This design comes from an exercise in tuning for small area on the open sky130 flow, not from production work.
RTL that was checked went through simulation tests only; none was proved equivalent to the original.
The RTL of runs 1 to 4 was laid out without a check of its function.
No driver is modelled on the clock port, so clocking that relies on it looks cheaper here than on a real chip.
Power is estimated from default activity; no workload was simulated.

<file path="flow/config.mk">
export PLATFORM = sky130hd
export DESIGN_NAME = SPIMaster
export DESIGN_NICKNAME = SPIMaster
export VERILOG_FILES = /design/flow/design.v
export SDC_FILE = /design/flow/constraint.sdc
export NUM_CORES = 4
export LEC_CHECK = 0
export CAP_MARGIN = 20
export CORE_MARGIN = 2
export CORE_UTILIZATION = 40
export SLEW_MARGIN = 20
</file>
<file path="flow/constraint.sdc">
create_clock -name core_clock -period 5.0 [get_ports {clk}]
set_input_delay 1.0000 -clock core_clock [delete_from_list [all_inputs] [get_ports {clk}]]
set_output_delay 1.0000 -clock core_clock [all_outputs]
set_load 0.01 [all_outputs]
</file>
<file path="flow/design.v">
`timescale 1ns / 1ps
module FIFO #(
	parameter WIDTH = 8,
	parameter DEPTH = 8
	)(
	input clk,
	input rst_n,
	input [WIDTH - 1:0] writeData,
	input writeEn,
	output [WIDTH - 1:0] readData,
	input readEn,
	output full,
	output empty
	);
	localparam AW = $clog2(DEPTH);
	logic [AW:0] readPtr, writePtr;
	logic [WIDTH - 1:0] mem [DEPTH - 1:0];
	assign readData = mem[readPtr[AW - 1:0]];
	assign full = (writePtr[AW - 1:0] == readPtr[AW - 1:0]) && (writePtr[AW] != readPtr[AW]);
	assign empty = writePtr == readPtr;
	always @(posedge clk) begin
		if (~rst_n) begin
			readPtr <= 0;
			writePtr <= 0;
		end else begin
			if (writeEn) writePtr <= writePtr + 1'd1;
			if (readEn) readPtr <= readPtr + 1'd1;
		end
	end
	always @(posedge clk) begin
		if (writeEn) mem[writePtr[AW - 1:0]] <= writeData;
	end
endmodule
module RXFIFO #(
	parameter WIDTH = 8,
	parameter DEPTH = 8
	)(
	input clk,
	input rst_n,
	input shiftBit,
	input shiftEn,
	input commit,
	output [WIDTH - 1:0] readData,
	input readEn,
	output full,
	output empty
	);
	localparam AW = $clog2(DEPTH);
	logic [WIDTH - 1:0] readDataReg;
	logic [AW:0] readPtr, writePtr;
	logic [WIDTH - 1:0] mem [DEPTH - 1:0];
	assign readData = readDataReg;
	assign full = (writePtr[AW - 1:0] == readPtr[AW - 1:0]) && (writePtr[AW] != readPtr[AW]);
	assign empty = writePtr == readPtr;
	always @(posedge clk) begin
		if (~rst_n) begin
			readPtr <= 0;
			writePtr <= 0;
			readDataReg <= 0;
		end else begin
			if (commit) writePtr <= writePtr + 1'd1;
			if (readEn) begin
				readPtr <= readPtr + 1'd1;
				readDataReg <= mem[readPtr[AW - 1:0]];
			end
		end
	end
	genvar i;
	generate
		for (i = 0; i < DEPTH; i = i + 1) begin : slot
			always @(posedge clk) begin
				if (shiftEn && writePtr[AW - 1:0] == i) mem[i] <= {mem[i][WIDTH - 2:0], shiftBit};
			end
		end
	endgenerate
endmodule
`timescale 1ns / 1ps
module clkPrescale (
		input clk,
		input rst_n,
		input prescaleEn,
		input [7:0] prescale1,
		input [7:0] prescale2,
		output SCKTick
	);
	logic [7:0] down1, down2;
	logic SCKTickReg;
	assign SCKTick = SCKTickReg;
	wire zero1 = down1 == 8'd0;
	wire zero2 = down2 == 8'd0;
	always @(posedge clk) begin
		if (~rst_n || ~prescaleEn) begin
			down1 <= prescale1;
			down2 <= prescale2;
			SCKTickReg <= 0;
		end else begin
			SCKTickReg <= zero1 & zero2;
			if (zero1) begin
				down1 <= prescale1;
				down2 <= zero2 ? prescale2 : down2 - 1'd1;
			end else begin
				down1 <= down1 - 1'd1;
			end
		end
	end
endmodule
`timescale 1ns / 1ps
module SPIMaster #(
	parameter WIDTH = 8,
	parameter TxFIFODepth = 8,
	parameter RxFIFODepth = 8
	)(
	input clk,
	input rst_n,
    output CS_n,
    output SCK,
    output MOSI,
    input MISO,
	output [WIDTH - 1:0] RXdata,
	input readEn,
	output RXFIFOempty,
	output RXFIFOfull,
	output TXFIFOempty,
	output TXFIFOfull,
	input [WIDTH - 1:0] TXdata,
	input writeEn,
	input startTransaction,
	output doneTransaction,
	input [7:0] prescale1,
	input [7:0] prescale2
	);
	localparam [4:0] IDLE = 5'b00000;
	localparam [4:0] START = 5'b00010;
	localparam [4:0] LOAD = 5'b00100;
	localparam [4:0] END1 = 5'b00001;
	localparam [4:0] END2 = 5'b00011;
	localparam [4:0] SEND0 = 5'b10000;
	localparam [4:0] SENDLAST = 5'b11111;
	logic [4:0] state;
	logic [WIDTH - 1:0] shiftOut;
	wire idle = state == IDLE;
	wire sending = state[4];
	wire active = state[4] | state[0];
	wire lastBit = state == SENDLAST;
	assign CS_n = idle;
	assign doneTransaction = idle;
	assign SCK = state[0];
	assign MOSI = shiftOut[WIDTH - 1] & active;
	logic SCKTick;
	clkPrescale prescaler (
		.clk(clk),
		.rst_n(rst_n),
		.prescaleEn(active),
		.prescale1(prescale1),
		.prescale2(prescale2),
		.SCKTick(SCKTick)
	);
	logic [WIDTH - 1:0] TXFIFOdata;
	FIFO #(.WIDTH(WIDTH), .DEPTH(TxFIFODepth)) TXFIFO (
		.clk(clk),
		.rst_n(rst_n),
		.writeData(TXdata),
		.writeEn(writeEn),
		.readData(TXFIFOdata),
		.readEn(state == START),
		.full(TXFIFOfull),
		.empty(TXFIFOempty)
	);
	RXFIFO #(.WIDTH(WIDTH), .DEPTH(RxFIFODepth)) RXFIFO (
		.clk(clk),
		.rst_n(rst_n),
		.shiftBit(MISO),
		.shiftEn(SCKTick & sending & ~state[0]),
		.commit(state == END1),
		.readData(RXdata),
		.readEn(readEn),
		.full(RXFIFOfull),
		.empty(RXFIFOempty)
	);
	always @(posedge clk) begin
		if (state == START)
			shiftOut <= TXFIFOdata;
		else if (SCKTick & sending & state[0] & ~lastBit)
			shiftOut <= {shiftOut[WIDTH - 2:0], 1'b0};
	end
	always @(posedge clk) begin
		if (~rst_n) begin
			state <= IDLE;
		end else begin
			case (state)
				IDLE: if (startTransaction) state <= START;
				START: state <= LOAD;
				LOAD: state <= SEND0;
				END1, END2: state <= SCKTick ? IDLE : END2;
				SENDLAST: state <= END1;
				default: if (sending & SCKTick) state <= state + 1'd1;
			endcase
		end
	end
endmodule
</file>
<file path="flow/run.sh">
#!/bin/bash
# synth_recipe.tcl (not shown) runs the flow's synth.tcl, then flattens the netlist and writes it again
# the make line also repeats each setting of config.mk as NAME=value (left out here)
make -C /OpenROAD-flow-scripts/flow DESIGN_CONFIG=/design/flow/config.mk WORK_HOME=/design/flow/orfs CLKGATE_MAP_FILE= SYNTH_SCRIPT=/design/flow/synth_recipe.tcl finish
</file>
==> run notes, run 1 <==
Min-Delay Startpoint: RXFIFO.mem[0][3]$_DFFE_PP_
Largest net degree at the start of global routing: 26
Clock latency on the worst-skew pair: 0.44 ns
DR vias: 4,510
Post-synthesis mux area share: 6.442%
Hold Buf Count CTS: 0
Detailed-route DRC error count: 0
Final Wtd Congestion: 0.8008
CTS max path bufs: 2
Final nets: 643
Row count: 51
Tcrit/Tclk final: 68.73%
Power Dens Cells: 455.4 mW/mm^2
Port bufs: 45
Vias in the first global route: 4,626
Clock transition at path regs: 0.07 ns
Die area: 0.02065 mm^2
Post-Syn Nets: 604
DPL Wire Length: 10,360 um
Boundary pin count: 46
Hold Path Cell Cnt: 0
Setup crit end kind: output port
Status: no timing/DRC/antenna violations
Vias/cell: 5.196
Fin. max-slew vios: 0
Library cells used by synthesis: 59
Root Driver: clkbuf_16
Synth warnings: 5
Crit Path Max Fanout: 10
Fin Setup TNS: 0 ns
Mapped Cells: 551
Post-Synth XOR/XNOR Area: 3.141%
Area growth syn-to-layout: 16.51%
Initial DRT Pass Iterations: 5
Layout cells sized above 1: 11.77%
Worst-case reg-to-reg path depth: 5
Register bit total from synthesis: 185
Die width: 143.7 um
Final Power: 4.142 mW
CTS tree: yes
Adder-Cell Fraction of Synth Area: 3.686%
Core area: 0.01933 mm^2
Largest cells by area after synthesis: edfxtp_1 (55%), dfxtp_1 (11%), mux4_2 (4.6%), ha_1 (3.7%), nor2_1 (2.3%)
Unrepaired setup endpoints after global routing: false
Setup slack, reg-to-reg: 2.76 ns
Starting density of the core: 40.38%
Largest family of logic cells by synthesized area: simple AND/OR/NAND/NOR gates
TritonCTS buffer count: 17
Routed Antenna Nets: 0
Synth async-reset ratio: 0%
Mapped Area: 0.007807 mm^2
Final Hold Fails: 0
Most common cell after layout, fill and taps aside: edfxtp_1
Worst flop-to-flop path endpoint: RXFIFO.readDataReg[0]$_SDFFE_PN0P_
Worst setup SP type: register
Iter 0 DRT Violations: 299
Global-route wire length before repair: 24,320 um
Synth area leader: edfxtp_1
WL/cell: 17.23 um
Yosys top cell area share: 55.38%
WS Path Type: register to output port
Crit Reg-Reg Startpoint: RXFIFO.readPtr[1]$_SDFFE_PN0P_
Maximum vdd drop: 0.2548 mV
Final min period: 3.436 ns
Clock Skews: 0.01054 ns
Main synth FF type: edfxtp_1
Final Util: 47.05%
CP Data Required Time: 4.00 ns
Final Setup Violations: 0
Clock sink total: 185
Total number of H-tree levels: 4
Seq/Total Area, Yosys: 65.90%
Min-Delay Endpoint: RXFIFO.mem[0][4]$_DFFE_PP_
Total GRT Usage: 15.57%
Relative slew slack: 38.46%
Synth Area in Simple Gates: 9.519%
Antenna violations before repair: 0
Post-CTS Setup Repair Bufs: 0
Synthesized area per cell: 14.17 um^2
Cts repair resizes: 0
Final hold slack: 0.4408 ns
Drt total wl: 14,960 um
Worst-margin pin slew: 0.9202 ns
GR Overflow Total: 0
Fmax: 0.2910 GHz
CP arrival: 2.44 ns
EDFF count, synth: 144
N_diodes: 0
Die Height: 143.7 um
Synth Area in Compound Gates: 8.446%
MaxCap Viol Count: 0
P_leak: 3.064 nW
Hold Path Class: register to register
Most frequent cells in the layout: edfxtp_1 (144), nor2_1 (48), clkdlybuf4s50_1 (45)
-- metrics by stage --
stage	setup WS (ns)	area, um^2	std cells
3_5_place_dp	1.946	8463	836
6_report	1.564	9096	868
4_1_cts	1.544	9095	868
2_1_floorplan	2.514	7807	551
5_1_grt	1.444	9096	868
3_3_place_gp	1.980	8463	836
-- critical path, cell delays in order (launching register included) --
cell and delay [ns]:
dfxtp_1 0.40, inv_1 0.19, ha_1 0.26, or4b_4 0.52
inv_1 0.09, clkdlybuf4s50_1 0.54
-- synth_stat cells, drive strengths merged (13+ instances only) --
cell,number
ha,23
nand2,33
dfxtp,41
xnor2,15
edfxtp,144
mux4,16
inv,17
buf,19
xor2,13
a21oi,27
nor2,50
o21ai,17
-- power by group --
part	leakage, nW	internal, mW	switching, mW
logic	1.11	0.385	0.373
clock network	0.305	0.809	0.627
registers	1.65	1.79	0.159
total	3.06	2.98	1.16
-- sequential cells by signal (all words and copies together) (netlist names), named ones only --
signal                cells
prescaler.SCKTickReg      1
prescaler.down2           8
RXFIFO.readDataReg        8
shiftOut                  8
TXFIFO.mem               64
RXFIFO.mem               64
TXFIFO.writePtr           4
RXFIFO.writePtr           4
TXFIFO.readPtr            4
state                     5
prescaler.down1           8
RXFIFO.readPtr            4
-- layout make-up --
class | instances | area [um^2]
Clock buffer | 17 | 425.4
Clock inverter | 15 | 206.4
Fill cell | 1709 | 10240
Inverter | 18 | 67.56
Multi-Input combinational cell | 319 | 2439
Sequential cell | 185 | 5146
Tap cell | 265 | 331.6
Timing Repair Buffer | 49 | 480.5
-- cells by family (layout without fill, tap and decap cells) --
family / count (synthesis) / count (layout)
XOR/XNOR: 28 / 28
AO/OA/AOI/OAI: 96 / 96
AND/OR/NAND/NOR: 142 / 142
buffers and inverters: 47 / 99
adder cells (fa/ha/maj): 23 / 23
flip-flops: 185 / 185
multiplexers: 30 / 30
-- worst max-delay path by stage --
stage | from | to | cells after the start
final | state[0]$_SDFFE_PN0P_ | doneTransaction | 5
after global routing | state[0]$_SDFFE_PN0P_ | doneTransaction | 5
after CTS | state[0]$_SDFFE_PN0P_ | doneTransaction | 5
after detailed placement | rst_n | prescaler.down2[0]$_DFFE_PP_ | 5
after global placement | rst_n | prescaler.down2[0]$_DFFE_PP_ | 5
after floorplan | state[0]$_SDFFE_PN0P_ | doneTransaction | 5
-- layer usage --
metal | GRT usage, % | share of wire, %
met1 | 19.40 | 45
met2 | 27.02 | 51
met3 | 3.132 | 3.2
met4 | 5.418 | 1.4
met5 | 0 | 0
==> run 2: changes to the inputs <==
--- a/flow/design.v
+++ b/flow/design.v
@@ -84,22 +84,32 @@
 		output SCKTick
 	);
-	logic [7:0] down1, down2;
+	logic [7:0] count1, count2;
 	logic SCKTickReg;
 	assign SCKTick = SCKTickReg;
-	wire zero1 = down1 == 8'd0;
-	wire zero2 = down2 == 8'd0;
-	always @(posedge clk) begin
-		if (~rst_n || ~prescaleEn) begin
-			down1 <= prescale1;
-			down2 <= prescale2;
+	always @(posedge clk) begin
+		if (~rst_n) begin
+			count1 <= 0;
+			count2 <= 0;
 			SCKTickReg <= 0;
 		end else begin
-			SCKTickReg <= zero1 & zero2;
-			if (zero1) begin
-				down1 <= prescale1;
-				down2 <= zero2 ? prescale2 : down2 - 1'd1;
+		if (~prescaleEn) begin
+			count1 <= 0;
+			count2 <= 0;
+			SCKTickReg <= 0;
+		end else begin
+			if (count1 == prescale1) begin  
+				count1 <= 0;
+				if (count2 == prescale2) begin
+					count2 <= 0;
+					SCKTickReg <= 1;
+				end else begin
+					SCKTickReg <= 0;
+					count2 <= count2 + 1;
+				end
 			end else begin
-				down1 <= down1 - 1'd1;
+				SCKTickReg <= 0;
+				count1 <= count1 + 1;
 			end
+		end
 		end
 	end
==> flow/flow/run.sh (new file) <==
#!/bin/bash
# Standard ORFS layout with smaller port buffers and a clock tree without dummy loads.
set -euo pipefail
export BUFFER_PORTS_ARGS="-buffer_cell sky130_fd_sc_hd__buf_1"
export CTS_ARGS="-sink_clustering_enable -repair_clock_nets -dont_use_dummy_load -sink_clustering_size 100 -sink_clustering_max_diameter 500 -buf_list sky130_fd_sc_hd__clkbuf_16"
bash standard.sh > standard_flow.log 2>&1
==> flow/standard.sh (new file) <==
#!/bin/bash
# synth_recipe.tcl (not shown) runs the flow's synth.tcl, then flattens the netlist and writes it again
# the make line also repeats each setting of config.mk as NAME=value (left out here)
make -C /OpenROAD-flow-scripts/flow DESIGN_CONFIG=/design/flow/config.mk WORK_HOME=/design/flow/orfs CLKGATE_MAP_FILE= SYNTH_SCRIPT=/design/flow/synth_recipe.tcl "${@:-finish}"
removed: flow/run.sh
==> run 2 against run 1 <==
Register-to-register slack got worse by 0.45 ns. Clock skew increased by 0.013 ns. Largest power group unchanged. Synthesized area decreased by 0.61%. Highest routed layer unchanged. Maximum frequency increased by 16%. Still clean on timing, DRC and antenna. Combinational power decreased by 26%. Count of clock-buffer cells in the layout unchanged. Sequential power decreased by 5%. Synthesized cell count decreased by 0.73%.
==> run notes, run 2 <==
WL/cell: 17.22 um (about the same)
Iter 0 DRT Violations: 309 (+3.3%)
Hold Path Class: register to register
Crit Path Max Fanout: 24 (+14)
Fin. max-slew vios: 0 (unchanged)
Detailed-route DRC error count: 0 (unchanged)
Most common cell after layout, fill and taps aside: edfxtp_1
Regs by FF count: RXFIFO.mem (64), TXFIFO.mem (64)
Largest net degree at the start of global routing: 28 (+7.7%)
Die width: 143.3 um (-0.30%)
CTS max path bufs: 2 (unchanged)
Starting density of the core: 41.07% (+0.69 points)
Synth warnings: 5 (unchanged)
Tcrit/Tclk final: 59.02% (-9.7 points)
Final Setup Violations: 0 (unchanged)
Antenna violations before repair: 0 (unchanged)
Most common cell in the netlist: edfxtp_1
Fin Setup TNS: 0 ns (unchanged)
Finished Layout Cells: 845 (-2.6%)
Worst flop-to-flop path endpoint: RXFIFO.readDataReg[1]$_SDFFE_PN0P_
Area growth syn-to-layout: 10.53%
Clock transition at path regs: 0.06 ns (about the same)
Drt total wl: 14,550 um (-2.7%)
Worst setup SP type: register
Routed Antenna Nets: 0 (unchanged)
Hold Buf Count CTS: 0 (unchanged)
Post-CTS Setup Repair Bufs: 0 (unchanged)
Post-Place Worst Slack: 2.152 ns (+0.2053 ns)
EDFF count, synth: 136 (-5.6%)
TritonCTS buffer count: 17 (unchanged)
Unrepaired setup endpoints after global routing: false
N_diodes: 0 (unchanged)
Total GRT Usage: 15.06% (-0.51 points)
Fmax: 0.3389 GHz (+16%)
Global-route wire length before repair: 23,490 um (-3.4%)
Synth area leader: edfxtp_1
Mapped Cells: 547 (-0.73%)
Layout cells sized above 1: 8.376% (-3.4 points)
Power Dens Cells: 406.4 mW/mm^2 (-11%)
Seq. cell area: 0.005066 mm^2 (-1.6%)
Boundary pin count: 46 (unchanged)
Crit Reg-Reg Startpoint: RXFIFO.readPtr[2]$_SDFFE_PN0P_
Final hold slack: 0.4429 ns (+0.002121 ns)
Clock Skews: 0.02338 ns (+0.01284 ns)
P_leak: 2.830 nW (-7.6%)
CP arrival: 1.95 ns (-0.49 ns)
Post-Syn Nets: 598 (-0.99%)
Worst-margin pin slew: 0.9609 ns (+0.04072 ns)
Clock sink total: 185 (unchanged)
Synth async-reset ratio: 0% (unchanged)
Initial DRT Pass Iterations: 4 (-1)
Core area: 0.01889 mm^2 (-2.3%)
Cts repair resizes: 0 (unchanged)
Worst-case reg-to-reg path depth: 7 (+2)
Multi-input combinational cell area: 0.002524 mm^2 (+3.5%)
CTS tree: yes
WS Path Type: register to output port
Port bufs: 45 (unchanged)
Vias in the first global route: 4,518 (-2.3%)
Register bit total from synthesis: 185 (unchanged)
DPL Wire Length: 10,000 um (-3.5%)
Setup crit end kind: output port
CP Capture Point: RXFIFOfull
CP Data Required Time: 4.00 ns (about the same)
Die area: 0.02053 mm^2 (-0.59%)
Library cells used by synthesis: 58 (-1.7%)
Maximum vdd drop: 0.2514 mV (-1.3%)
Row count: 50 (-2.0%)
DR vias: 4,437 (-1.6%)
Cells after DPL: 828 (-0.96%)
Final min period: 2.951 ns (-0.4855 ns)
Main synth FF type: edfxtp_1
Total number of H-tree levels: 4 (unchanged)
Synthesized area per cell: 14.19 um^2 (+0.12%)
Seq/Total Area, Yosys: 65.27% (-0.63 points)
Fill count: 1,748 (+2.3%)
Vias/cell: 5.251 (+1.1%)
Final worst setup slack: 2.049 ns (+0.4855 ns)
Relative slew slack: 35.70% (-2.8 points)
Setup slack, reg-to-reg: 2.31 ns (-0.45 ns)
Final Wtd Congestion: 0.7757 (-3.1%)
Most frequent cells in the layout: edfxtp_1 (136), dfxtp_1 (48), buf_1 (45)
Yosys top cell area share: 52.63% (-2.8 points)
GR Overflow Total: 0 (unchanged)
Final nets: 638 (-0.78%)
MaxCap Viol Count: 0 (unchanged)
Largest cells by area after synthesis: edfxtp_1 (53%), dfxtp_1 (13%), mux4_2 (4.6%), ha_1 (3.4%), xor2_1 (3.3%)
Die Height: 143.3 um (-0.30%)
Final Hold Fails: 0 (unchanged)
Status: no timing/DRC/antenna violations
Root Driver: clkbuf_16
Mapped Area: 0.007760 mm^2 (-0.61%)
Synth top cells by count: edfxtp_1 (136), dfxtp_1 (49), nor2_1 (36), nand2_1 (30), xor2_1 (29)
Clock latency on the worst-skew pair: 0.44 ns (about the same)
Critical Path Source: RXFIFO.readPtr[2]$_SDFFE_PN0P_
-- run 2: critical path, cell delays in order (launching register included) --
cell,delay (ns)
dfxtp_1,0.90
xnor2_1,0.19
nand3_1,0.15
nor2b_1,0.13
buf_1,0.16
-- run 2: through the flow --
step / area, um^2 / utilization, % / total power [mW]
after global routing: 8577 / 45.40 / 3.650
after floorplan: 7760 / - / 2.304
after CTS: 8577 / 45.40 / 3.525
after detailed placement: 8152 / 43.15 / 2.453
after global placement: 8150 / 43.14 / 2.434
final: 8577 / 45.40 / 3.485
-- run 2: final cells by class --
| cell class | count | area share [%] |
|---|---|---|
| Multi-Input combinational cell | 323 | 29.42 |
| Timing Repair Buffer | 48 | 2.232 |
| Sequential cell | 185 | 59.07 |
| Tap cell | 260 | 3.793 |
| Inverter | 12 | 0.5252 |
| Clock buffer | 17 | 4.960 |
-- run 2: worst min path at each step --
stage	from	to	slack [ns]	cells past startpoint
6_report	RXFIFO.mem[0][1]$_DFFE_PP_	RXFIFO.mem[0][2]$_DFFE_PP_	0.44	0
5_1_grt	RXFIFO.mem[4][4]$_DFFE_PP_	RXFIFO.mem[4][5]$_DFFE_PP_	0.45	0
4_1_cts	RXFIFO.mem[4][4]$_DFFE_PP_	RXFIFO.mem[4][5]$_DFFE_PP_	0.44	0
3_5_place_dp	RXFIFO.mem[4][1]$_DFFE_PP_	RXFIFO.mem[4][2]$_DFFE_PP_	0.43	0
3_3_place_gp	RXFIFO.mem[4][3]$_DFFE_PP_	RXFIFO.mem[4][4]$_DFFE_PP_	0.43	0
2_1_floorplan	RXFIFO.mem[3][0]$_DFFE_PP_	RXFIFO.mem[3][1]$_DFFE_PP_	0.43	0
-- run 2: where the power goes --
group	switching (mW)	internal, mW
clock network	0.484	0.590
logic	0.302	0.260
registers	0.116	1.73
-- run 2: logic make-up (layout without fill, tap and decap cells) --
group / after synthesis / in the layout / share of synthesized area [%]
DFF: 185 / 185 / 65.27
AOI/OAI and AO/OA: 91 / 91 / 8.497
muxes: 28 / 28 / 6.224
buffers and inverters: 39 / 77 / 2.209
adders and majority gates: 21 / 21 / 3.386
and+or+nand+nor: 143 / 143 / 9.900
xor gates and xnor gates: 40 / 40 / 4.515
-- run 2: per-layer routing --
layer / track usage [%] / vias up / routed length (um)
met4: 5.779 / 0 / 225
met1: 18.10 / 2195 / 6261
met2: 26.06 / 73 / 7578
met5: 0 / - / 0
met3: 3.823 / 19 / 489
li1: - / 2150 / -
==> run 3: changes to the inputs <==
==> flow/flow/run.sh (replaced) <==
#!/bin/bash
# Standard ORFS layout with smaller port buffers and a clock tree without dummy loads.
set -euo pipefail
export BUFFER_PORTS_ARGS="-buffer_cell sky130_fd_sc_hd__buf_1"
export CTS_ARGS="-sink_clustering_enable -repair_clock_nets -dont_use_dummy_load -sink_clustering_size 100 -sink_clustering_max_diameter 500 -buf_list sky130_fd_sc_hd__clkbuf_8"
bash standard.sh > standard_flow.log 2>&1
--- a/flow/config.mk
+++ b/flow/config.mk
@@ -8,4 +8,4 @@
 export CAP_MARGIN = 20
 export CORE_MARGIN = 2
-export CORE_UTILIZATION = 40
+export CORE_UTILIZATION = 60
 export SLEW_MARGIN = 20
==> run 3 against run 2 <==
Still clean. Routed wire length shrank 2.1%. Global-route usage is 6.8 points higher. Synthesized cell count stayed put. Combinational power rose by 6.8%. Count of clock-buffer cells in the layout is the same. Maximum frequency shrank 0.43%. Setup slack got worse by 0.013 ns.
==> run notes, run 3 <==
Worst setup SP type: register
EDFF count, synth: 136 (unchanged)
Detailed-route DRC error count: 0 (unchanged)
Fill count: 935 (-47%)
Met3 WL: 580 um (+19%)
Wl on met1: 6184 um (-1.2%)
Post-Synth XOR/XNOR Area: 4.515% (unchanged)
Synth async-reset ratio: 0% (unchanged)
P_leak: 2.745 nW (-3.0%)
Seq/Total Area, Yosys: 65.27% (unchanged)
Relative slew slack: 35.74% (+0.039 points)
Setup slack, reg-to-reg: 2.40 ns (+0.09 ns)
Mapped Area: 0.007760 mm^2 (unchanged)
Final worst setup slack: 2.036 ns (-0.01271 ns)
Post-Syn Nets: 598 (unchanged)
Antenna violations before repair: 0 (unchanged)
CP arrival: 1.96 ns (about the same)
Final Setup Violations: 0 (unchanged)
Clock sink total: 185 (unchanged)
Root Driver: clkbuf_8
Final Hold Fails: 0 (unchanged)
Final hold slack: 0.4514 ns (+0.008442 ns)
Hold Path Class: register to register
MaxCap Viol Count: 0 (unchanged)
Synth area leader: edfxtp_1
TritonCTS buffer count: 17 (unchanged)
Final Power: 3.142 mW (-9.8%)
Register bit total from synthesis: 185 (unchanged)
Unrepaired setup endpoints after global routing: false
WL/cell: 18.82 um (+9.2%)
Fin Setup TNS: 0 ns (unchanged)
Global-route wire length before repair: 23,150 um (-1.4%)
Worst flop-to-flop path endpoint: RXFIFO.readDataReg[1]$_SDFFE_PN0P_
Synth warnings: 5 (unchanged)
Final nets: 638 (unchanged)
Main synth FF type: edfxtp_1
Iter 0 DRT Violations: 340 (+10%)
Top layer in use: met4
Metal2 WL: 7275 um (-4.0%)
Worst-case reg-to-reg path depth: 7 (unchanged)
Largest net degree at the start of global routing: 28 (unchanged)
Final min period: 2.964 ns (+0.01271 ns)
DPL Wire Length: 10,060 um (+0.55%)
Post-CTS Setup Repair Bufs: 0 (unchanged)
Layout cells sized above 1: 8.376% (unchanged)
Most common cell in the netlist: edfxtp_1
Most common cell after layout, fill and taps aside: edfxtp_1
Vias in the first global route: 4,459 (-1.3%)
Setup crit end kind: output port
Yosys top cell area share: 52.63% (unchanged)
Die Height: 117.7 um (-18%)
CP Data Required Time: 4.00 ns (about the same)
Library cells used by synthesis: 58 (unchanged)
Fmax: 0.3374 GHz (-0.43%)
Clock transition at path regs: 0.07 ns (about the same)
Worst-margin pin slew: 0.9603 ns (-0.0005805 ns)
Synth Area in Compound Gates: 8.497% (unchanged)
Synth Area in Simple Gates: 9.900% (unchanged)
Routed Antenna Nets: 0 (unchanged)
Regs by FF count: RXFIFO.mem (64), TXFIFO.mem (64)
Row count: 41 (-18%)
N_diodes: 0 (unchanged)
Vias/cell: 5.914 (+13%)
Largest family of logic cells by synthesized area: simple AND/OR/NAND/NOR gates
Total number of H-tree levels: 4 (unchanged)
Hold Path Cell Cnt: 0 (unchanged)
Tcrit/Tclk final: 59.27% (+0.25 points)
Die width: 117.7 um (-18%)
Status: no timing/DRC/antenna violations
CTS max path bufs: 2 (unchanged)
Clock latency on the worst-skew pair: 0.46 ns (+0.02 ns)
Starting density of the core: 61.49% (+20 points)
WS Path Type: register to output port
Port bufs: 45 (unchanged)
Boundary pin count: 46 (unchanged)
Largest cells by area after synthesis: edfxtp_1 (53%), dfxtp_1 (13%), mux4_2 (4.6%), ha_1 (3.4%), xor2_1 (3.3%)
Mapped Cells: 547 (unchanged)
Power Dens Cells: 379.5 mW/mm^2 (-6.6%)
Total GRT Usage: 21.86% (+6.8 points)
Cts repair resizes: 0 (unchanged)
Min-Delay Endpoint: RXFIFO.mem[6][3]$_DFFE_PP_
Initial DRT Pass Iterations: 7 (+3)
Core area: 0.01262 mm^2 (-33%)
Die area: 0.01386 mm^2 (-32%)
Maximum vdd drop: 0.2250 mV (-11%)
Crit Reg-Reg Startpoint: RXFIFO.readPtr[2]$_SDFFE_PN0P_
Min-Delay Startpoint: RXFIFO.mem[6][2]$_DFFE_PP_
Crit Path Max Fanout: 24 (unchanged)
DR vias: 4,477 (+0.90%)
Area growth syn-to-layout: 6.691%
Post-synthesis mux area share: 6.224% (unchanged)
Hold Buf Count CTS: 0 (unchanged)
Most frequent cells in the layout: edfxtp_1 (136), dfxtp_1 (49), buf_1 (45)
Drt total wl: 14,240 um (-2.1%)
Fin. max-slew vios: 0 (unchanged)
Synth top cells by count: edfxtp_1 (136), dfxtp_1 (49), nor2_1 (36), nand2_1 (30), xor2_1 (29)
Synthesized area per cell: 14.19 um^2 (unchanged)
CTS tree: yes
Adder-Cell Fraction of Synth Area: 3.386% (unchanged)
GR Overflow Total: 0 (unchanged)
Post-Place Worst Slack: 2.240 ns (+0.08859 ns)
Final Wtd Congestion: 0.8265 (+6.5%)
Clock Skews: 0.01772 ns (-0.005667 ns)
[run 3: cell types whose count changed in the layout (fill, tap and decap cells not counted)]
cell / before / now
o31ai_1: 4 / 3
o31ai_2: 0 / 1
dfxtp_1: 48 / 49
clkbuf_16: 17 / 0
dfxtp_2: 1 / 0
clkbuf_8: 0 / 17
[run 3: critical path, cell delays in order (launching register included)]
cell and delay, ns:
dfxtp_1 0.87, xnor2_1 0.19, nand3_1 0.16, nor2_1 0.14
buf_1 0.16
[run 3: layer usage]
metal	vias up	global-route usage (%)
met5	-	0
met4	0	6.928
met3	15	5.475
met2	88	37.25
met1	2231	27.65
li1	2143	-
[run 3: kinds of logic (layout without fill, tap and decap cells)]
kind of cell,count (synthesis),in the layout
flip-flops,185,185
AO/OA/AOI/OAI,91,91
multiplexers,28,28
XOR/XNOR,40,40
adder cells (fa/ha/maj),21,21
buffers and inverters,39,77
AND/OR/NAND/NOR,143,143
[run 3: power breakdown]
part | total, mW | internal (mW) | switching, mW
Sequential | 1.81 | 1.73 | 0.0816
Clock | 0.730 | 0.300 | 0.430
Combinational | 0.600 | 0.261 | 0.339
Total | 3.14 | 2.29 | 0.850
[run 3: final cells by class]
class	count	area (um^2)	area share (%)
sequential	185	5065	61.18
inverter	12	45.04	0.5441
tap	172	215.2	2.599
clock buffer	17	234.0	2.826
multi-input combinational	323	2529	30.54
timing repair buffer	48	191.4	2.312
[run 3: worst max-delay path by stage]
stage | start | endpoint
final | RXFIFO.readPtr[2]$_SDFFE_PN0P_ | RXFIFOempty
after global placement | rst_n | state[2]$_SDFFE_PN0P_
after global routing | RXFIFO.readPtr[2]$_SDFFE_PN0P_ | RXFIFOempty
after floorplan | state[0]$_SDFFE_PN0P_ | doneTransaction
after CTS | RXFIFO.readPtr[2]$_SDFFE_PN0P_ | RXFIFOempty
after detailed placement | rst_n | state[2]$_SDFFE_PN0P_
[run 3: stage by stage]
stage                     utilization [%]  cells  cell area, um^2
after floorplan                         -    547             7760
after global placement              63.71    740             8040
after detailed placement            63.75    740             8045
after CTS                           65.61    757             8279
after global routing                65.61    757             8279
final                               65.61    757             8279
==> run 4: changes to the inputs <==
==> flow/flow/run.sh (replaced) <==
#!/bin/bash
# Standard ORFS layout with smaller port buffers and a clock tree without dummy loads.
set -euo pipefail
export BUFFER_PORTS_ARGS="-buffer_cell sky130_fd_sc_hd__buf_1"
export CTS_ARGS="-sink_clustering_enable -repair_clock_nets -dont_use_dummy_load -sink_clustering_size 100 -sink_clustering_max_diameter 500 -buf_list sky130_fd_sc_hd__clkbuf_4 -root_buf sky130_fd_sc_hd__clkbuf_16"
export LEAF_MAX=10
export POST_CTS_TCL="$PWD/flow/post_cts.tcl"
bash standard.sh > standard_flow.log 2>&1
==> flow/flow/post_cts.tcl (new file) <==
# After CTS: a clkbuf_4 that drives more than LEAF_MAX sinks is upsized to clkbuf_8,
# since the extracted wiring makes its sinks' slew exceed what CTS estimated.
set leaf_max $::env(LEAF_MAX)
set changed 0
foreach inst [[ord::get_db_block] getInsts] {
  if {[[$inst getMaster] getName] eq "sky130_fd_sc_hd__clkbuf_4"} {
    set net [[$inst findITerm X] getNet]
    set n [expr {[llength [$net getITerms]] - 1}]
    if {$n > $leaf_max} {
      puts "post_cts: [$inst getName] drives $n sinks, upsizing to clkbuf_8"
      replace_cell [$inst getName] sky130_fd_sc_hd__clkbuf_8
      incr changed
    }
  }
}
if {$changed} {
  detailed_placement
  check_placement -verbose
}
==> run 4 against run 3 <==
Still clean. Routed wire length increased by 0.37%. Setup slack better by 0.036 ns. First-iteration DRC count is 5.9% higher. Register-to-register slack hardly changed. Sequential share of layout area up 0.19 points. Flip-flop and latch count stayed put. Count of clock-buffer cells in the layout unchanged. Cell area shrank 0.32%. Final cell count did not move. Clock skew grew 0.019 ns. Utilization shrank 0.21 points. Non-clock buffer count unchanged. Largest cell class unchanged.
==> run notes, run 4 <==
Starting density of the core: 61.49% (unchanged)
Synth Area in Simple Gates: 9.900% (unchanged)
Synth warnings: 5 (unchanged)
Largest family of logic cells by synthesized area: simple AND/OR/NAND/NOR gates
Relative slew slack: 35.77% (about the same)
Fin Setup TNS: 0 ns (unchanged)
GR Overflow Total: 0 (unchanged)
Worst-margin pin slew: 0.9599 ns (-0.0004239 ns)
Row count: 41 (unchanged)
Most frequent cells in the layout: edfxtp_1 (136), dfxtp_1 (49), buf_1 (45)
Global-route wire length before repair: 23,270 um (+0.51%)
Mapped Cells: 547 (unchanged)
DPL Wire Length: 10,060 um (unchanged)
DR vias: 4,480 (+0.067%)
Mapped Area: 0.007760 mm^2 (unchanged)
Largest cells by area after synthesis: edfxtp_1 (53%), dfxtp_1 (13%), mux4_2 (4.6%), ha_1 (3.4%), xor2_1 (3.3%)
Setup crit end kind: output port
Iter 0 DRT Violations: 360 (+5.9%)
Final nets: 638 (unchanged)
Initial DRT Pass Iterations: 8 (+1)
Most common cell in the netlist: edfxtp_1
Library cells used by synthesis: 58 (unchanged)
P_leak: 2.734 nW (-0.38%)
CTS tree: yes
Synth top cells by count: edfxtp_1 (136), dfxtp_1 (49), nor2_1 (36), nand2_1 (30), xor2_1 (29)
Power Dens Cells: 375.9 mW/mm^2 (-0.95%)
Most common cell after layout, fill and taps aside: edfxtp_1
Crit Path Max Fanout: 24 (unchanged)
N_diodes: 0 (unchanged)
Fin. max-slew vios: 0 (unchanged)
Fmax: 0.3416 GHz (+1.2%)
WL/cell: 18.89 um (+0.37%)
Largest net degree at the start of global routing: 28 (unchanged)
Vias/cell: 5.918 (about the same)
Clock Skews: 0.03688 ns (+0.01917 ns)
EDFF count, synth: 136 (unchanged)
Drt total wl: 14,300 um (+0.37%)
Synth async-reset ratio: 0% (unchanged)
Boundary pin count: 46 (unchanged)
Tcrit/Tclk final: 58.54% (-0.73 points)
Clock transition at path regs: 0.10 ns (+0.03 ns)
Die area: 0.01386 mm^2 (unchanged)
Cells after DPL: 740 (unchanged)
Vias in the first global route: 4,484 (+0.56%)
Post-Synth XOR/XNOR Area: 4.515% (unchanged)
Final min period: 2.927 ns (-0.03643 ns)
Main synth FF type: edfxtp_1
Area growth syn-to-layout: 6.353%
Synthesized area per cell: 14.19 um^2 (unchanged)
WS Path Type: register to output port
Detailed-route DRC error count: 0 (unchanged)
Synth area leader: edfxtp_1
CP Data Required Time: 4.00 ns (about the same)
Min-Delay Startpoint: RXFIFO.mem[6][6]$_DFFE_PP_
Register bit total from synthesis: 185 (unchanged)
Unrepaired setup endpoints after global routing: false
Yosys top cell area share: 52.63% (unchanged)
Routed Antenna Nets: 0 (unchanged)
Final Setup Violations: 0 (unchanged)
Worst setup SP type: register
Die width: 117.7 um (unchanged)
Hold Path Class: register to register
Synth Area in Compound Gates: 8.497% (unchanged)
Seq/Total Area, Yosys: 65.27% (unchanged)
Adder-Cell Fraction of Synth Area: 3.386% (unchanged)
Total GRT Usage: 21.76% (-0.10 points)
MaxCap Viol Count: 0 (unchanged)
Clock sink total: 185 (unchanged)
Final Wtd Congestion: 0.8265 (unchanged)
Die Height: 117.7 um (unchanged)
Core area: 0.01262 mm^2 (unchanged)
Critical Path Source: RXFIFO.readPtr[2]$_SDFFE_PN0P_
Post-Syn Nets: 598 (unchanged)
Final Power: 3.103 mW (-1.3%)
Finished Layout Cells: 757 (unchanged)
Fill count: 944 (+0.96%)
CP arrival: 1.93 ns (-0.03 ns)
Maximum vdd drop: 0.2591 mV (+15%)
Post-synthesis mux area share: 6.224% (unchanged)
Layout cells sized above 1: 8.376% (unchanged)
Clock latency on the worst-skew pair: 0.39 ns (-0.07 ns)
Antenna violations before repair: 0 (unchanged)
Crit Reg-Reg Startpoint: RXFIFO.readPtr[2]$_SDFFE_PN0P_
Final Hold Fails: 0 (unchanged)
Regs by FF count: RXFIFO.mem (64), TXFIFO.mem (64)
Port bufs: 45 (unchanged)
Status: no timing/DRC/antenna violations
## run 4: cell types whose count changed in the layout (fill, tap and decap cells not counted)
cell / change
clkbuf_16: +1
clkbuf_4: +6
clkbuf_8: -7
## run 4: area by class of cell
| type | instances | area [um^2] | share of cell area, % |
|---|---|---|---|
| Tap cell | 172 | 215.2 | 2.608 |
| Clock buffer | 17 | 207.7 | 2.517 |
| Sequential cell | 185 | 5065 | 61.37 |
| Multi-Input combinational cell | 323 | 2529 | 30.64 |
| Inverter | 12 | 45.04 | 0.5458 |
| Timing Repair Buffer | 48 | 191.4 | 2.320 |
## run 4: final timing paths
| check | end | slack, ns | depth (start not counted) |
|---|---|---|---|
| worst min-delay path | RXFIFO.mem[6][7]$_DFFE_PP_ | 0.44 | 0 |
| worst max-delay path | RXFIFOempty | 2.07 | 4 |
| worst min register to register | RXFIFO.mem[6][7]$_DFFE_PP_ | 0.44 | 0 |
| worst max register to register | RXFIFO.readDataReg[1]$_SDFFE_PN0P_ | 2.40 | 7 |
## run 4: logic make-up after synthesis
family,after synthesis
buffers and inverters,39
AND/OR/NAND/NOR,143
multiplexers,28
AO/OA/AOI/OAI,91
XOR/XNOR,40
adder cells (fa/ha/maj),21
flip-flops,185
## run 4: worst max-delay path: stages (launching register included)
cell     delay [ns]
dfxtp_1        0.90
xnor2_1        0.19
nand3_1        0.16
nor2_1         0.14
buf_1          0.16
## run 4: power by group
group,switching (mW),total [mW],internal [mW]
sequential,0.0826,1.81,1.73
clock,0.421,0.693,0.272
combinational,0.336,0.598,0.261
## run 4: through the flow
stage	hold slack [ns]	area, um^2	util [%]	setup WS (ns)
floorplan	0.4260	7760	-	2.573
global placement	0.4304	8040	63.71	2.301
detailed placement	0.4356	8045	63.75	2.240
global route	0.4553	8253	65.40	1.959
finish	0.4407	8253	65.40	2.073
## run 4: per-layer routing
| layer | global-route usage [%] | routed length [um] | part of all wire [%] |
|---|---|---|---|
| met3 | 5.184 | 581 | 4.1 |
| met2 | 37.57 | 7306 | 51 |
| met1 | 27.82 | 6236 | 44 |
| met5 | 0 | 0 | 0 |
| met4 | 5.572 | 172 | 1.2 |
==> run 5: changes to the inputs <==
--- a/flow/design.v
+++ b/flow/design.v
@@ -8,4 +8,6 @@
 	input [WIDTH - 1:0] writeData,
 	input writeEn,
+	input [$clog2(DEPTH) - 1:0] readPtr,
+	input [$clog2(DEPTH) - 1:0] readSel,
 	output [WIDTH - 1:0] readData,
 	input readEn,
@@ -14,20 +16,28 @@
 	);
 	localparam AW = $clog2(DEPTH);
-	logic [AW:0] readPtr, writePtr;
+	logic [AW - 1:0] writePtr;
+	logic lastWrite;
 	logic [WIDTH - 1:0] mem [DEPTH - 1:0];
-	assign readData = mem[readPtr[AW - 1:0]];
-	assign full = (writePtr[AW - 1:0] == readPtr[AW - 1:0]) && (writePtr[AW] != readPtr[AW]);
-	assign empty = writePtr == readPtr;
+	wire same = writePtr == readPtr;
+	assign full = same & lastWrite;
+	assign empty = same & ~lastWrite;
+	logic [WIDTH - 1:0] readMux;
+	always_comb begin
+		readMux = 0;
+		for (int k = 0; k < DEPTH; k++)
+			readMux = readMux | (mem[k] & {WIDTH{readSel == k}});
+	end
+	assign readData = readMux;
 	always @(posedge clk) begin
 		if (~rst_n) begin
-			readPtr <= 0;
 			writePtr <= 0;
+			lastWrite <= 0;
 		end else begin
 			if (writeEn) writePtr <= writePtr + 1'd1;
-			if (readEn) readPtr <= readPtr + 1'd1;
-		end
-	end
-	always @(posedge clk) begin
-		if (writeEn) mem[writePtr[AW - 1:0]] <= writeData;
+			if (writeEn | readEn) lastWrite <= writeEn;
+		end
+	end
+	always @(posedge clk) begin
+		if (writeEn) mem[writePtr] <= writeData;
 	end
 endmodule
@@ -41,4 +51,5 @@
 	input shiftEn,
 	input commit,
+	output [$clog2(DEPTH) - 1:0] writePtrOut,
 	output [WIDTH - 1:0] readData,
 	input readEn,
@@ -48,19 +59,30 @@
 	localparam AW = $clog2(DEPTH);
 	logic [WIDTH - 1:0] readDataReg;
-	logic [AW:0] readPtr, writePtr;
+	logic [AW - 1:0] readPtr, writePtr;
+	logic lastWrite;
 	logic [WIDTH - 1:0] mem [DEPTH - 1:0];
+	wire same = writePtr == readPtr;
+	assign full = same & lastWrite;
+	assign empty = same & ~lastWrite;
 	assign readData = readDataReg;
-	assign full = (writePtr[AW - 1:0] == readPtr[AW - 1:0]) && (writePtr[AW] != readPtr[AW]);
-	assign empty = writePtr == readPtr;
+	assign writePtrOut = writePtr;
+	logic [WIDTH - 1:0] readMux;
+	always_comb begin
+		readMux = 0;
+		for (int k = 0; k < DEPTH; k++)
+			readMux = readMux | (mem[k] & {WIDTH{readPtr == k}});
+	end
 	always @(posedge clk) begin
 		if (~rst_n) begin
 			readPtr <= 0;
 			writePtr <= 0;
+			lastWrite <= 0;
 			readDataReg <= 0;
 		end else begin
 			if (commit) writePtr <= writePtr + 1'd1;
+			if (commit | readEn) lastWrite <= commit;
 			if (readEn) begin
 				readPtr <= readPtr + 1'd1;
-				readDataReg <= mem[readPtr[AW - 1:0]];
+				readDataReg <= readMux;
 			end
 		end
@@ -70,5 +92,5 @@
 		for (i = 0; i < DEPTH; i = i + 1) begin : slot
 			always @(posedge clk) begin
-				if (shiftEn && writePtr[AW - 1:0] == i) mem[i] <= {mem[i][WIDTH - 2:0], shiftBit};
+				if (shiftEn && writePtr == i) mem[i] <= {mem[i][WIDTH - 2:0], shiftBit};
 			end
 		end
@@ -87,29 +109,21 @@
 	logic SCKTickReg;
 	assign SCKTick = SCKTickReg;
-	always @(posedge clk) begin
-		if (~rst_n) begin
-			count1 <= 0;
-			count2 <= 0;
+	wire [8:0] next1 = count1 + 1'd1;
+	wire [8:0] next2 = count2 + 1'd1;
+	wire match1 = next1[8];
+	wire match2 = next2[8];
+	always @(posedge clk) begin
+		if (~rst_n || ~prescaleEn) begin
+			count1 <= ~prescale1;
+			count2 <= ~prescale2;
 			SCKTickReg <= 0;
 		end else begin
-		if (~prescaleEn) begin
-			count1 <= 0;
-			count2 <= 0;
-			SCKTickReg <= 0;
-		end else begin
-			if (count1 == prescale1) begin  
-				count1 <= 0;
-				if (count2 == prescale2) begin
-					count2 <= 0;
-					SCKTickReg <= 1;
-				end else begin
-					SCKTickReg <= 0;
-					count2 <= count2 + 1;
-				end
+			SCKTickReg <= match1 & match2;
+			if (match1) begin
+				count1 <= ~prescale1;
+				count2 <= match2 ? ~prescale2 : next2[7:0];
 			end else begin
-				SCKTickReg <= 0;
-				count1 <= count1 + 1;
+				count1 <= next1[7:0];
 			end
-		end
 		end
 	end
@@ -143,5 +157,5 @@
 	localparam [4:0] START = 5'b00010;
 	localparam [4:0] LOAD = 5'b00100;
-	localparam [4:0] END1 = 5'b00001;
+	localparam [4:0] END1 = 5'b00101;
 	localparam [4:0] END2 = 5'b00011;
 	localparam [4:0] SEND0 = 5'b10000;
@@ -152,4 +166,5 @@
 	wire sending = state[4];
 	wire active = state[4] | state[0];
+	wire inFlight = state[4] | state[2];
 	wire lastBit = state == SENDLAST;
 	assign CS_n = idle;
@@ -166,4 +181,5 @@
 		.SCKTick(SCKTick)
 	);
+	logic [$clog2(RxFIFODepth) - 1:0] rxWritePtr;
 	logic [WIDTH - 1:0] TXFIFOdata;
 	FIFO #(.WIDTH(WIDTH), .DEPTH(TxFIFODepth)) TXFIFO (
@@ -172,4 +188,6 @@
 		.writeData(TXdata),
 		.writeEn(writeEn),
+		.readPtr(rxWritePtr + inFlight),
+		.readSel(rxWritePtr),
 		.readData(TXFIFOdata),
 		.readEn(state == START),
@@ -183,4 +201,5 @@
 		.shiftEn(SCKTick & sending & ~state[0]),
 		.commit(state == END1),
+		.writePtrOut(rxWritePtr),
 		.readData(RXdata),
 		.readEn(readEn),
@@ -189,5 +208,5 @@
 	);
 	always @(posedge clk) begin
-		if (state == START)
+		if (idle)
 			shiftOut <= TXFIFOdata;
 		else if (SCKTick & sending & state[0] & ~lastBit)
==> run 5 against run 4 <==
Register-to-register slack gained 0.11 ns. Flip-flop and latch count fell by 8. Count of clock-buffer cells in the layout did not move. Non-clock buffer count is 2 higher. Largest cell class unchanged. Combinational power is 5.5% lower. Setup slack lost 0.34 ns. Synthesized cell count decreased by 4.6%. Clock power fell by 5.1%. Cell area shrank 5.2%. Critical path type unchanged. Sequential share of layout area rose by 2.3 points. Still clean on timing, DRC and antenna. Maximum frequency decreased by 10%.
==> run notes, run 5 <==
WL/cell: 20.47 um (+8.4%)
Yosys top cell area share: 58.48% (+5.8 points)
Clock Skews: 0.03245 ns (-0.004432 ns)
Final nets: 610 (-4.4%)
Relative slew slack: 36.62% (+0.85 points)
Fin Setup TNS: 0 ns (unchanged)
DPL Wire Length: 9819 um (-2.4%)
Routed Antenna Nets: 0 (unchanged)
Row count: 40 (-2.4%)
Worst setup SP type: register
Iter 0 DRT Violations: 355 (-1.4%)
Boundary pin count: 46 (unchanged)
Tcrit/Tclk final: 65.33% (+6.8 points)
Synth top cells by count: edfxtp_1 (144), dfxtp_1 (33), nand2_1 (28), nor2_1 (24)
Crit Path Max Fanout: 12 (-50%)
Max incr delay on CP: 0.44 ns (-0.46 ns)
Register bit total from synthesis: 177 (-4.3%)
Port bufs: 45 (unchanged)
Final Wtd Congestion: 0.8897 (+7.6%)
Vias in the first global route: 4,361 (-2.7%)
Final worst setup slack: 1.734 ns (-0.3394 ns)
Largest net degree at the start of global routing: 27 (-3.6%)
Final Util: 65.16% (-0.24 points)
Area growth syn-to-layout: 5.838%
Final Power: 3.023 mW (-2.6%)
Post-Place Worst Slack: 2.126 ns (-0.1140 ns)
Power Dens Cells: 386.3 mW/mm^2 (+2.7%)
Core area: 0.01201 mm^2 (-4.8%)
Clock transition at path regs: 0.10 ns (about the same)
Antenna violations before repair: 0 (unchanged)
Clock power frac: 21.8% (-0.5 points)
Status: no timing/DRC/antenna violations
Layout cells sized above 1: 7.554% (-0.82 points)
Cell-by-cell listing of the critical path: or2_2 -> ha_1 -> ha_1 -> xnor2_1 -> xnor2_1 -> nor4b_1 -> buf_1
Final Hold Fails: 0 (unchanged)
Regs by FF count: RXFIFO.mem (64), TXFIFO.mem (64)
Detailed-route DRC error count: 0 (unchanged)
Wl on met1: 5928 um (-4.9%)
N_diodes: 0 (unchanged)
Mapped Cells: 522 (-4.6%)
Initial DRT Pass Iterations: 5 (-3)
Vias/cell: 6.260 (+5.8%)
Finished Cell Area: 0.007826 mm^2 (-5.2%)
CP arrival: 2.27 ns (+0.34 ns)
Mapped Area: 0.007395 mm^2 (-4.7%)
Clock latency on the worst-skew pair: 0.38 ns (about the same)
Synth area leader: edfxtp_1
Unrepaired setup endpoints after global routing: false
Psw: 0.8252 mW (-1.7%)
CP Data Required Time: 4.00 ns (about the same)
Fmax: 0.3061 GHz (-10%)
Synth warnings: 5 (unchanged)
EDFF count, synth: 144 (+5.9%)
Largest cells by area after synthesis: edfxtp_1 (58%), dfxtp_1 (8.9%), ha_1 (3.7%), mux2i_1 (1.9%), a22oi_1 (1.7%)
Synthesized area per cell: 14.17 um^2 (-0.14%)
Most common cell in the netlist: edfxtp_1
Final Setup Violations: 0 (unchanged)
Global-route wire length before repair: 22,800 um (-2.0%)
Critical Path Source: state[4]$_SDFFE_PN0P_
Main synth FF type: edfxtp_1
Comb pwr share: 18.7% (-0.6 points)
Worst-margin pin slew: 0.9471 ns (-0.01274 ns)
Starting density of the core: 61.56% (+0.071 points)
Most frequent cells in the layout: edfxtp_1 (144), buf_1 (45), dfxtp_1 (33)
Die area: 0.01323 mm^2 (-4.6%)
Fin. max-slew vios: 0 (unchanged)
Min-Delay Startpoint: RXFIFO.mem[6][4]$_DFFE_PP_
Top layer in use: met4
Die width: 115.0 um (-2.3%)
Met3 WL: 707 um (+22%)
Most common cell after layout, fill and taps aside: edfxtp_1
DR vias: 4,401 (-1.8%)
Setup crit end kind: output port
CTS tree: yes
Maximum vdd drop: 0.3356 mV (+30%)
P_leak: 2.641 nW (-3.4%)
Hold Path Class: register to register
Drt total wl: 14,390 um (+0.68%)
Metal2 WL: 7506 um (+2.7%)
WS Path Type: register to output port
GR Overflow Total: 0 (unchanged)
Net Sw Frac: 27.29% (+0.23 points)
Post-Syn Nets: 574 (-4.0%)
Library cells used by synthesis: 56 (-3.4%)
Seq/Total Area, Yosys: 67.41% (+2.1 points)
MaxCap Viol Count: 0 (unchanged)
Placed Area: 0.007631 mm^2 (-5.1%)
Synth async-reset ratio: 0% (unchanged)
Seq pwr share: 59.5% (+1.1 points)
Total GRT Usage: 23.19% (+1.4 points)
CP max stage cell: dfxtp_1
Final min period: 3.266 ns (+0.3394 ns)
Clock sink total: 177 (-4.3%)
Crit Reg-Reg Startpoint: state[0]$_SDFFE_PN0P_
Die Height: 115.0 um (-2.3%)
Internal power: 2.198 mW (-2.9%)
## run 5: cell types whose count changed in the layout (fill, tap and decap cells not counted), sizes merged, moves of 8 or more
| cell | previous run | this run |
|---|---|---|
| dfxtp | 49 | 33 |
| mux4 | 16 | 0 |
| nand2b | 14 | 5 |
| nor2 | 36 | 26 |
| a21oi | 20 | 11 |
| a22oi | 7 | 17 |
| xor2 | 29 | 11 |
| edfxtp | 136 | 144 |
## run 5: cells by family (layout without fill, tap and decap cells)
| kind of cell | count (synthesis) | in the layout | synth area share [%] |
|---|---|---|---|
| buffers and inverters | 45 | 79 | 2.690 |
| and+or+nand+nor | 125 | 125 | 8.849 |
| adders and majority gates | 22 | 22 | 3.722 |
| DFF | 177 | 177 | 67.41 |
| AOI/OAI and AO/OA | 112 | 112 | 12.06 |
| xor gates and xnor gates | 22 | 22 | 2.606 |
| muxes | 19 | 19 | 2.656 |
## run 5: metal layers
metal	track usage, %	vias to the layer above
li1	-	2081
met3	5.904	22
met2	40.55	129
met5	0	-
met4	7.791	0
met1	28.22	2169
## run 5: path summary, 6_finish.rpt
| check | endpoint | slack (ns) | cells after the start |
|---|---|---|---|
| setup / recovery | TXFIFOfull | 1.73 | 7 |
| hold reg to reg | RXFIFO.mem[6][5]$_DFFE_PP_ | 0.44 | 0 |
| setup reg to reg | state[2]$_SDFFE_PN0P_ | 2.51 | 7 |
| hold / removal | RXFIFO.mem[6][5]$_DFFE_PP_ | 0.44 | 0 |
## run 5: layout make-up
cell class              instances  area [um^2]
fillers                       905         4185
multi-input cells             300         2211
repair buffers                 50        206.4
inverters                      12        45.04
clock buffers                  17        195.2
flip-flops and latches        177         4985
well taps                     147        183.9
## run 5: critical path: cells and delay by family, from the launching register on
| family | cells | cell delay (ns) |
|---|---|---|
| xor+xnor | 2 | 0.29 |
| buf+inv | 1 | 0.18 |
| flops | 1 | 0.44 |
| simple gates | 2 | 0.60 |
| fa+ha+maj | 2 | 0.38 |
## run 5: power groups by stage
stage | Clock [mW] | Sequential (mW) | Combinational, mW
after global routing | 0.725 | 1.81 | 0.627
after global placement | 0 | 1.83 | 0.553
after detailed placement | 0 | 1.83 | 0.565
final | 0.658 | 1.80 | 0.565
after floorplan | 0 | 1.80 | 0.463
## run 5: per-stage QoR
stage / cells / hold slack, ns
after floorplan: 522 / 0.4204
after global placement: 686 / 0.4273
after detailed placement: 686 / 0.4343
after global routing: 703 / 0.4390
final: 703 / 0.4366
==> run 6: changes to the inputs <==
--- a/flow/design.v
+++ b/flow/design.v
@@ -110,7 +110,7 @@
 	assign SCKTick = SCKTickReg;
 	wire [8:0] next1 = count1 + 1'd1;
-	wire [8:0] next2 = count2 + 1'd1;
 	wire match1 = next1[8];
-	wire match2 = next2[8];
+	wire [8:0] next2 = count2 + match1;
+	wire match = next2[8];
 	always @(posedge clk) begin
 		if (~rst_n || ~prescaleEn) begin
@@ -119,11 +119,7 @@
 			SCKTickReg <= 0;
 		end else begin
-			SCKTickReg <= match1 & match2;
-			if (match1) begin
-				count1 <= ~prescale1;
-				count2 <= match2 ? ~prescale2 : next2[7:0];
-			end else begin
-				count1 <= next1[7:0];
-			end
+			SCKTickReg <= match;
+			count1 <= match1 ? ~prescale1 : next1[7:0];
+			count2 <= match ? ~prescale2 : next2[7:0];
 		end
 	end
==> run 6 against run 5 <==
Still clean. Total power fell by 1.5%. Synthesized cell count rose by 0.96%. Global-route usage fell by 0.074 points. Die area fell by 1.7%. Setup slack improved by 0.0025 ns. Final cell count rose by 0.57%. Clock skew rose by 0.0030 ns. Via count fell by 0.16%. Maximum frequency barely moved. Critical path type unchanged.
==> run notes, run 6 <==
Status: no timing/DRC/antenna violations
Final Wtd Congestion: 0.9088 (+2.1%)
Row count: 40 (unchanged)
Clock Skews: 0.03549 ns (+0.003044 ns)
Mapped Cells: 527 (+0.96%)
Final Util: 64.72% (-0.44 points)
CP Data Required Time: 4.00 ns (about the same)
Synthesized area per cell: 13.79 um^2 (-2.7%)
Largest net degree at the start of global routing: 28 (+3.7%)
Layout cells sized above 1: 7.500% (-0.054 points)
Fmax: 0.3064 GHz (about the same)
Synth warnings: 5 (unchanged)
EDFF count, synth: 136 (-5.6%)
Unrepaired setup endpoints after global routing: false
Final min period: 3.264 ns (-0.002450 ns)
Final Setup Violations: 0 (unchanged)
Clock sink total: 177 (unchanged)
DPL Wire Length: 9631 um (-1.9%)
Max incr delay on CP: 0.44 ns (about the same)
Fin. max-slew vios: 0 (unchanged)
Vias/cell: 6.215 (-0.72%)
Psw: 0.7990 mW (-3.2%)
Maximum vdd drop: 0.3095 mV (-7.8%)
Seq/Total Area, Yosys: 67.49% (+0.082 points)
WS Path Type: register to output port
MaxCap Viol Count: 0 (unchanged)
Hold Path Class: register to register
Yosys top cell area share: 56.20% (-2.3 points)
DR vias: 4,394 (-0.16%)
Net Sw Frac: 26.83% (-0.46 points)
CP max stage cell: dfxtp_1
Clock latency on the worst-skew pair: 0.38 ns (about the same)
Cell-by-cell listing of the critical path: or2_2 -> ha_1 -> ha_1 -> xnor2_1 -> xnor2_1 -> nor4b_1 -> buf_1
Mapped Area: 0.007267 mm^2 (-1.7%)
Worst-margin pin slew: 0.9612 ns (+0.01410 ns)
Power Dens Cells: 386.3 mW/mm^2 (about the same)
P_leak: 2.642 nW (about the same)
Die Height: 114.1 um (-0.84%)
Internal power: 2.179 mW (-0.88%)
Antenna violations before repair: 0 (unchanged)
Vias in the first global route: 4,349 (-0.28%)
Buf+Inv Stages, Crit Path: 1 (unchanged)
Post-Syn Nets: 580 (+1.0%)
Clock power frac: 22.4% (+0.6 points)
Final nets: 615 (+0.82%)
Synth top cells by count: edfxtp_1 (136), dfxtp_1 (41), nand2_1 (39), clkbuf_1 (25), nor2_1 (25)
N_diodes: 0 (unchanged)
Starting density of the core: 61.01% (-0.55 points)
Seq pwr share: 59.4% (about the same)
Main synth FF type: edfxtp_1
Initial DRT Pass Iterations: 6 (+1)
Most common cell in the netlist: edfxtp_1
Detailed-route DRC error count: 0 (unchanged)
CTS tree: yes
CP arrival: 2.26 ns (about the same)
Synth async-reset ratio: 0% (unchanged)
GR Overflow Total: 0 (unchanged)
Drt total wl: 14,040 um (-2.5%)
Final Hold Fails: 0 (unchanged)
Worst setup SP type: register
Port bufs: 45 (unchanged)
Iter 0 DRT Violations: 421 (+19%)
Die width: 114.1 um (-0.84%)
Total GRT Usage: 23.12% (-0.074 points)
Routed Antenna Nets: 0 (unchanged)
Boundary pin count: 46 (unchanged)
Relative slew slack: 35.68% (-0.94 points)
Final hold slack: 0.4354 ns (-0.001202 ns)
WL/cell: 19.86 um (-3.0%)
Die area: 0.01301 mm^2 (-1.7%)
Tcrit/Tclk final: 65.28% (about the same)
Area growth syn-to-layout: 6.078%
Setup crit end kind: output port
Core area: 0.01191 mm^2 (-0.83%)
Most common cell after layout, fill and taps aside: edfxtp_1
Largest cells by area after synthesis: edfxtp_1 (56%), dfxtp_1 (11%), ha_1 (4.0%), a222oi_1 (3.3%), nand2_1 (2.0%)
Register bit total from synthesis: 177 (unchanged)
Library cells used by synthesis: 57 (+1.8%)
Fin Setup TNS: 0 ns (unchanged)
Cell family with most CP delay: simple AND/OR/NAND/NOR gates
Clock transition at path regs: 0.11 ns (about the same)
Most frequent cells in the layout: edfxtp_1 (136), buf_1 (45), dfxtp_1 (41)
Global-route wire length before repair: 22,500 um (-1.3%)
Comb pwr share: 18.1% (-0.6 points)
Crit Path Max Fanout: 13 (+1)
Regs by FF count: RXFIFO.mem (64), TXFIFO.mem (64)
Synth area leader: edfxtp_1
## run 6: changes by cell type in the layout (fill, tap and decap cells not counted), sizes merged, moves of 6 or more
cell | before | now
edfxtp | 144 | 136
a21oi | 11 | 17
xor2 | 11 | 5
nand2 | 28 | 39
dfxtp | 33 | 41
a222oi | 11 | 24
## run 6: power by group through the flow
stage                     clock network (mW)  logic (mW)  registers, mW
after detailed placement                   0       0.543           1.80
after floorplan                            0       0.433           1.77
after global routing                   0.732       0.602           1.78
after global placement                     0       0.531           1.80
final                                  0.668       0.540           1.77
## run 6: final timing paths
| path | from | endpoint | slack, ns | depth (start not counted) |
|---|---|---|---|---|
| min reg2reg | RXFIFO.mem[5][3]$_DFFE_PP_ | RXFIFO.mem[5][4]$_DFFE_PP_ | 0.44 | 0 |
| min | RXFIFO.mem[5][3]$_DFFE_PP_ | RXFIFO.mem[5][4]$_DFFE_PP_ | 0.44 | 0 |
| max reg2reg | RXFIFO.writePtr[2]$_SDFFE_PN0P_ | shiftOut[4]$_DFFE_PP_ | 2.38 | 5 |
| max | state[4]$_SDFFE_PN0P_ | TXFIFOfull | 1.74 | 7 |
## run 6: cell families after synthesis
family,Yosys count,share of synthesized area (%)
flip-flops,177,67.49
AND/OR/NAND/NOR,136,9.418
AO/OA/AOI/OAI,110,12.03
buffers and inverters,48,2.789
adder cells (fa/ha/maj),23,3.960
XOR/XNOR,19,2.290
multiplexers,14,2.014
## run 6: layout make-up
class / count / area [um^2]
clock buffers: 17 / 201.4
fillers: 914 / 4203
inverters: 14 / 52.55
multi-input cells: 302 / 2160
flip-flops and latches: 177 / 4905
well taps: 147 / 183.9
repair buffers: 50 / 206.4
## run 6: per-stage QoR
| stage | cells | worst slack, ns | total power, mW | instance area [um^2] |
|---|---|---|---|---|
| floorplan | 527 | 2.123 | 2.208 | 7267 |
| global placement | 690 | 2.166 | 2.331 | 7507 |
| detailed placement | 690 | 2.147 | 2.347 | 7507 |
| global route | 707 | 1.569 | 3.118 | 7709 |
| finish | 707 | 1.736 | 2.978 | 7709 |
## run 6: worst reg2reg max path: cells and delay by family (launching register included)
family	cells	cell delay [ns]
mux	1	0.27
compound gates	2	0.47
flops	1	0.79
buf+inv	1	0.40
fa+ha+maj	1	0.44
## run 6: layer usage
metal / routed length (um) / GRT usage (%) / vias to the layer above
met4: 336 / 9.268 / 0
met3: 616 / 5.611 / 26
met1: 5850 / 28.43 / 2155
met2: 7235 / 39.52 / 116
met5: 0 / 0 / -
li1: - / - / 2097

[afterwards: timing with drivers on the ports]
The results above use ideal ports. As a check the final layouts listed here were re-extracted and re-timed, cells and wires unchanged.
Step 1 sets driving cells, clkbuf_16 on the clock port and buf_2 on the other inputs (assumed; they add their load-dependent delay and slew).
Step 2 also shifts input and output timing later by t, the mid clock arrival at the registers, as if the neighbouring blocks saw the same clock.
Three values: no drivers, after step 1, after step 2; two values: the first two.
run | t, ns | setup slack, ns | worst hold slack (ns) | slew at the worst register clock pin (ns)
run 1 | 0.471 | 1.564 / 1.524 / 1.950 | 0.441 / 0.441 / 0.441 | 0.07 / 0.07
run 2 | 0.472 | 2.049 / 2.004 / 2.172 | 0.443 / 0.443 / 0.443 | 0.08 / 0.08
run 3 | 0.489 | 2.036 / 1.998 / 2.263 | 0.451 / 0.451 / 0.451 | 0.09 / 0.09
run 4 | 0.407 | 2.073 / 2.033 / 2.264 | 0.441 / 0.441 / 0.441 | 0.11 / 0.11
run 5 | 0.403 | 1.733 / 1.690 / 2.094 | 0.437 / 0.437 / 0.437 | 0.11 / 0.11
run 6 | 0.411 | 1.736 / 1.691 / 2.102 | 0.435 / 0.435 / 0.435 | 0.11 / 0.11
After both steps every run listed still meets setup and hold.
